Source: an optimization exercise on an open RTL-to-GDS flow (aim: small area and a short achievable clock period). Production flows keep margins and buffers that such runs may drop.
The RTL was checked by simulation tests, not by an equivalence proof against the original design.
Power and IR drop assume default switching activity.

==> module pic_buffer_v2, before the edit <==
module pic_buffer_v2 #(
    parameter DSIZE = 8,
    parameter IMAGE_WIDTH = 256,
    parameter IMAGE_LENGTH= 256,
    parameter BUFFER_SIZE = IMAGE_WIDTH*2+3
) (
    input               clk,
    input               rst_n,
    input               frame_start,
    input               shift,
    input  [DSIZE-1:0]  sr_in,
    output              rng_flag,
    output              sr_pixel_valid,
    output [DSIZE-1:0]  sr_pixel_0, sr_pixel_1, sr_pixel_2,
    output [DSIZE-1:0]  sr_pixel_3, sr_pixel_4, sr_pixel_5,
    output [DSIZE-1:0]  sr_pixel_6, sr_pixel_7, sr_pixel_8
);
localparam W     = IMAGE_WIDTH;
localparam NPOS  = IMAGE_WIDTH*IMAGE_LENGTH;       
localparam PSIZE = $clog2(NPOS);                   
localparam CW    = $clog2(IMAGE_WIDTH);            
localparam RW    = PSIZE - CW;                     
localparam OSIZE = $clog2(IMAGE_WIDTH+2);          
localparam PRE   = IMAGE_WIDTH+1;                  
localparam NS    = 2*W+2;
reg              valid;        
reg              vn;           
reg              rng;
reg [OSIZE-1:0]  oc;           
reg              init;         
reg              lastf;        
reg              bsf;          
reg [CW-1:0]     col;
reg [RW-1:0]     row;
reg              tt, bb, ll, rr;   
reg              at, ab, al, ar;   
wire adv  = !frame_start & init & (shift | bsf) & !lastf;
wire hold = !vn & !frame_start & !lastf & !(shift | bsf);
wire pre  = !frame_start & shift & !init;
wire row_top  = (row == {RW{1'b0}});
wire row_m1   = (row == {RW{1'b1}} - 1'b1);
wire row_last = (row == {RW{1'b1}});
wire col_m1   = (col[CW-1:1] == {(CW-1){1'b1}});      
wire col_m3   = (col == W-3);
always @(posedge clk, negedge rst_n) begin
    if (!rst_n) begin
        valid <= 1'b0;
        vn    <= 1'b1;
        oc    <= 'd0;
        init  <= 1'b0;
        rng   <= 1'b0;
        bsf   <= 1'b0;
        lastf <= 1'b0;
    end else begin
        rng <= oc[OSIZE-1] | (shift & rng);
        if (frame_start) begin
            oc   <= 'd0;
            init <= 1'b0;
        end else if (pre) begin
            oc   <= oc + 1'b1;
            init <= (oc == PRE-1);
        end
        valid <= adv | hold;
        vn    <= !(adv | hold);
        if (adv) begin
            bsf   <= !vn & (bsf | (row_m1 & col_m3));
            lastf <= ab & ar;
        end else if (!hold) begin
            bsf   <= 1'b0;
            lastf <= 1'b0;
        end
    end
end
always @(posedge clk) begin
    if (adv) begin
        if (!vn)
            {row, col} <= {row, col} + 1'b1;
        else
            {row, col} <= 'd0;
        {tt, bb, ll, rr} <= {at, ab, al, ar};
        if (!vn) begin
            at <= row_top & !col_m1;
            ab <= row_last | (row_m1 & col_m1);
            al <= ar;
            ar <= col_m3;
        end else begin
            at <= 1'b1;
            ab <= 1'b0;
            al <= 1'b0;
            ar <= 1'b0;
        end
    end else if (!hold) begin
        {at, ab, al, ar} <= 4'b1010;
    end
end
wire [DSIZE-1:0] din = shift ? sr_in : {DSIZE{1'b0}};
reg  [DSIZE*(W+1)-1:0]  sra;
reg  [DSIZE*(NS-W-2)-1:0] srb;
reg  [DSIZE-1:0]    p4, srn;
wire [DSIZE-1:0]    t_w1 = ~srn;    
always @(posedge clk) begin
    sra <= {sra[DSIZE*W-1:0], din};
    srn <= ~sra[DSIZE*(W+1)-1:DSIZE*W];
    p4  <= sra[DSIZE*(W+1)-1:DSIZE*W];
    srb <= {srb[DSIZE*(NS-W-3)-1:0], t_w1};
end
wire [DSIZE-1:0] n00 = srb[DSIZE*((2*W+1)-W-2)+DSIZE-1:DSIZE*((2*W+1)-W-2)], n01 = srb[DSIZE*((2*W)-W-2)+DSIZE-1:DSIZE*((2*W)-W-2)], n02 = srb[DSIZE*((2*W-1)-W-2)+DSIZE-1:DSIZE*((2*W-1)-W-2)];
wire [DSIZE-1:0] n10 = t_w1,        n11 = sra[DSIZE*(W)+DSIZE-1:DSIZE*(W)],   n12 = sra[DSIZE*(W-1)+DSIZE-1:DSIZE*(W-1)];
wire [DSIZE-1:0] n20 = sra[DSIZE*(1)+DSIZE-1:DSIZE*(1)],     n21 = sra[DSIZE*(0)+DSIZE-1:DSIZE*(0)],   n22 = din;
function [8*DSIZE-1:0] win;
    input t, b, l, r;
    input [DSIZE-1:0] a0, a1, a2, b0, b1, b2, c0, c1, c2;
    reg [DSIZE-1:0] r00, r01, r02, r20, r21, r22;
    begin
        r00 = t ? b0 : a0;  r01 = t ? b1 : a1;  r02 = t ? b2 : a2;
        r20 = b ? b0 : c0;  r21 = b ? b1 : c1;  r22 = b ? b2 : c2;
        win = { l ? r01 : r00, r01, r ? r01 : r02,
                l ? b1  : b0,       r ? b1  : b2,
                l ? r21 : r20, r21, r ? r21 : r22 };
    end
endfunction
wire nv = adv | hold;
wire nt = adv ? at : tt;
wire nb = adv ? ab : bb;
wire nl = adv ? al : ll;
wire nr = adv ? ar : rr;
wire [8*DSIZE-1:0] wn = win(nt, nb, nl, nr, n00, n01, n02, n10, n11, n12, n20, n21, n22);
reg [8*DSIZE-1:0] ow;
always @(posedge clk, negedge rst_n) begin
    if (!rst_n)
        ow <= 'd0;
    else
        ow <= {8*DSIZE{nv}} & wn;
end
assign rng_flag       = rng;
assign sr_pixel_valid = valid;
assign {sr_pixel_0, sr_pixel_1, sr_pixel_2, sr_pixel_3,
        sr_pixel_5, sr_pixel_6, sr_pixel_7, sr_pixel_8} = ow;
assign sr_pixel_4 = p4;
endmodule
Settings: LEC_CHECK=0, CAP_MARGIN=20, CORE_MARGIN=2, CORE_UTILIZATION=60, CTS_CLUSTER_DIAMETER=60, CTS_CLUSTER_SIZE=24, PLACE_DENSITY=0.7, SETUP_SLACK_MARGIN=2.4, SLEW_MARGIN=20, SYNTH_MEMORY_MAX_BITS=16384; clock period 4.6 ns.
standard.sh (not shown) runs the stock make flow with config.mk's settings and CLKGATE_MAP_FILE= SYNTH_SCRIPT=/design/flow/synth_recipe.tcl, a recipe that flattens the netlist after the stock synthesis.
==> flow/flow/run.sh <==
#!/bin/bash
set -euo pipefail
export CTS_ARGS="-sink_clustering_enable -repair_clock_nets -sink_clustering_size 24 -sink_clustering_max_diameter 60 -dont_use_dummy_load"
bash standard.sh > standard_flow.log 2>&1
==> next run, changes <==
--- a/flow/design.v
+++ b/flow/design.v
@@ -23,10 +23,9 @@
 localparam RW    = PSIZE - CW;                     
 localparam OSIZE = $clog2(IMAGE_WIDTH+2);          
 localparam PRE   = IMAGE_WIDTH+1;                  
 localparam NS    = 2*W+2;
-reg              valid;        
-reg              vn;           
+reg              valid;
 reg              rng;
 reg [OSIZE-1:0]  oc;           
 reg              init;         
 reg              lastf;        
@@ -35,9 +34,9 @@
 reg [RW-1:0]     row;
 reg              tt, bb, ll, rr;   
 reg              at, ab, al, ar;   
 wire adv  = !frame_start & init & (shift | bsf) & !lastf;
-wire hold = !vn & !frame_start & !lastf & !(shift | bsf);
+wire hold = valid & !frame_start & !lastf & !(shift | bsf);
 wire pre  = !frame_start & shift & !init;
 wire row_top  = (row == {RW{1'b0}});
 wire row_m1   = (row == {RW{1'b1}} - 1'b1);
 wire row_last = (row == {RW{1'b1}});
@@ -45,9 +44,8 @@
 wire col_m3   = (col == W-3);
 always @(posedge clk, negedge rst_n) begin
     if (!rst_n) begin
         valid <= 1'b0;
-        vn    <= 1'b1;
         oc    <= 'd0;
         init  <= 1'b0;
         rng   <= 1'b0;
         bsf   <= 1'b0;
@@ -60,27 +58,27 @@
         end else if (pre) begin
             oc   <= oc + 1'b1;
             init <= (oc == PRE-1);
         end
-        valid <= adv | hold;
-        vn    <= !(adv | hold);
         if (adv) begin
-            bsf   <= !vn & (bsf | (row_m1 & col_m3));
+            valid <= 1'b1;
+            bsf   <= valid & (bsf | (row_m1 & col_m3));
             lastf <= ab & ar;
         end else if (!hold) begin
+            valid <= 1'b0;
             bsf   <= 1'b0;
             lastf <= 1'b0;
         end
     end
 end
 always @(posedge clk) begin
     if (adv) begin
-        if (!vn)
+        if (valid)
             {row, col} <= {row, col} + 1'b1;
         else
             {row, col} <= 'd0;
         {tt, bb, ll, rr} <= {at, ab, al, ar};
-        if (!vn) begin
+        if (valid) begin
             at <= row_top & !col_m1;
             ab <= row_last | (row_m1 & col_m1);
             al <= ar;
             ar <= col_m3;
@@ -94,21 +92,14 @@
         {at, ab, al, ar} <= 4'b1010;
     end
 end
 wire [DSIZE-1:0] din = shift ? sr_in : {DSIZE{1'b0}};
-reg  [DSIZE*(W+1)-1:0]  sra;
-reg  [DSIZE*(NS-W-2)-1:0] srb;
-reg  [DSIZE-1:0]    p4, srn;
-wire [DSIZE-1:0]    t_w1 = ~srn;    
-always @(posedge clk) begin
-    sra <= {sra[DSIZE*W-1:0], din};
-    srn <= ~sra[DSIZE*(W+1)-1:DSIZE*W];
-    p4  <= sra[DSIZE*(W+1)-1:DSIZE*W];
-    srb <= {srb[DSIZE*(NS-W-3)-1:0], t_w1};
-end
-wire [DSIZE-1:0] n00 = srb[DSIZE*((2*W+1)-W-2)+DSIZE-1:DSIZE*((2*W+1)-W-2)], n01 = srb[DSIZE*((2*W)-W-2)+DSIZE-1:DSIZE*((2*W)-W-2)], n02 = srb[DSIZE*((2*W-1)-W-2)+DSIZE-1:DSIZE*((2*W-1)-W-2)];
-wire [DSIZE-1:0] n10 = t_w1,        n11 = sra[DSIZE*(W)+DSIZE-1:DSIZE*(W)],   n12 = sra[DSIZE*(W-1)+DSIZE-1:DSIZE*(W-1)];
-wire [DSIZE-1:0] n20 = sra[DSIZE*(1)+DSIZE-1:DSIZE*(1)],     n21 = sra[DSIZE*(0)+DSIZE-1:DSIZE*(0)],   n22 = din;
+reg  [DSIZE*NS-1:0] sr;
+always @(posedge clk)
+    sr <= {sr[DSIZE*(NS-1)-1:0], din};
+wire [DSIZE-1:0] n00 = sr[DSIZE*(2*W+1)+DSIZE-1:DSIZE*(2*W+1)], n01 = sr[DSIZE*(2*W)+DSIZE-1:DSIZE*(2*W)], n02 = sr[DSIZE*(2*W-1)+DSIZE-1:DSIZE*(2*W-1)];
+wire [DSIZE-1:0] n10 = sr[DSIZE*(W+1)+DSIZE-1:DSIZE*(W+1)],   n11 = sr[DSIZE*(W)+DSIZE-1:DSIZE*(W)],   n12 = sr[DSIZE*(W-1)+DSIZE-1:DSIZE*(W-1)];
+wire [DSIZE-1:0] n20 = sr[DSIZE*(1)+DSIZE-1:DSIZE*(1)],     n21 = sr[DSIZE*(0)+DSIZE-1:DSIZE*(0)],   n22 = din;
 function [8*DSIZE-1:0] win;
     input t, b, l, r;
     input [DSIZE-1:0] a0, a1, a2, b0, b1, b2, c0, c1, c2;
     reg [DSIZE-1:0] r00, r01, r02, r20, r21, r22;
@@ -136,6 +127,6 @@
 assign rng_flag       = rng;
 assign sr_pixel_valid = valid;
 assign {sr_pixel_0, sr_pixel_1, sr_pixel_2, sr_pixel_3,
         sr_pixel_5, sr_pixel_6, sr_pixel_7, sr_pixel_8} = ow;
-assign sr_pixel_4 = p4;
+assign sr_pixel_4 = sr[DSIZE*(W+1)+DSIZE-1:DSIZE*(W+1)];
 endmodule
Result:
- The changed run passed the timing, design-rule and antenna checks
- die area barely changes
- routed wire length went down by 4.5%
- non-clock buffer count is higher by 17
- worst setup slack is better by 120 ps
- clock skew shrinks by 8.8 ps
- register-to-register slack improved by 120 ps
- total power came out lower by 0.34%
- global-route usage came out lower by 0.47 points
- synthesized cell count falls by 0.83%
- sequential cell count came out lower by 9
- synthesized area barely changes

[static timing again, ports no longer ideal]
Ports are ideal in the flow. The routed layouts listed here were re-timed in OpenROAD. Step 1 assumes that a clkbuf_16 drives the clock port and a buf_2 every other input. Step 2 adds t to the input delays and takes it off the output delays; t is the mean of the earliest and latest rising clock arrival at the registers after step 1. Input paths then give back, and output paths get back, about the clock's delay inside the block. Three values: ideal, step 1, step 2; two values: the first two.
| run | t, ns | setup WS [ns] | worst setup path at the end |
|---|---|---|---|
| the first run | 0.851 | 2.167 / 2.092 / 1.618 | input to register |
| the second run | 0.840 | 2.288 / 2.218 / 1.523 | input to register |
After both steps setup and hold are still met in every run listed. The setup slack of the second run, which loses most, moves by -0.070 ns with the drivers and by -0.765 ns with both steps.
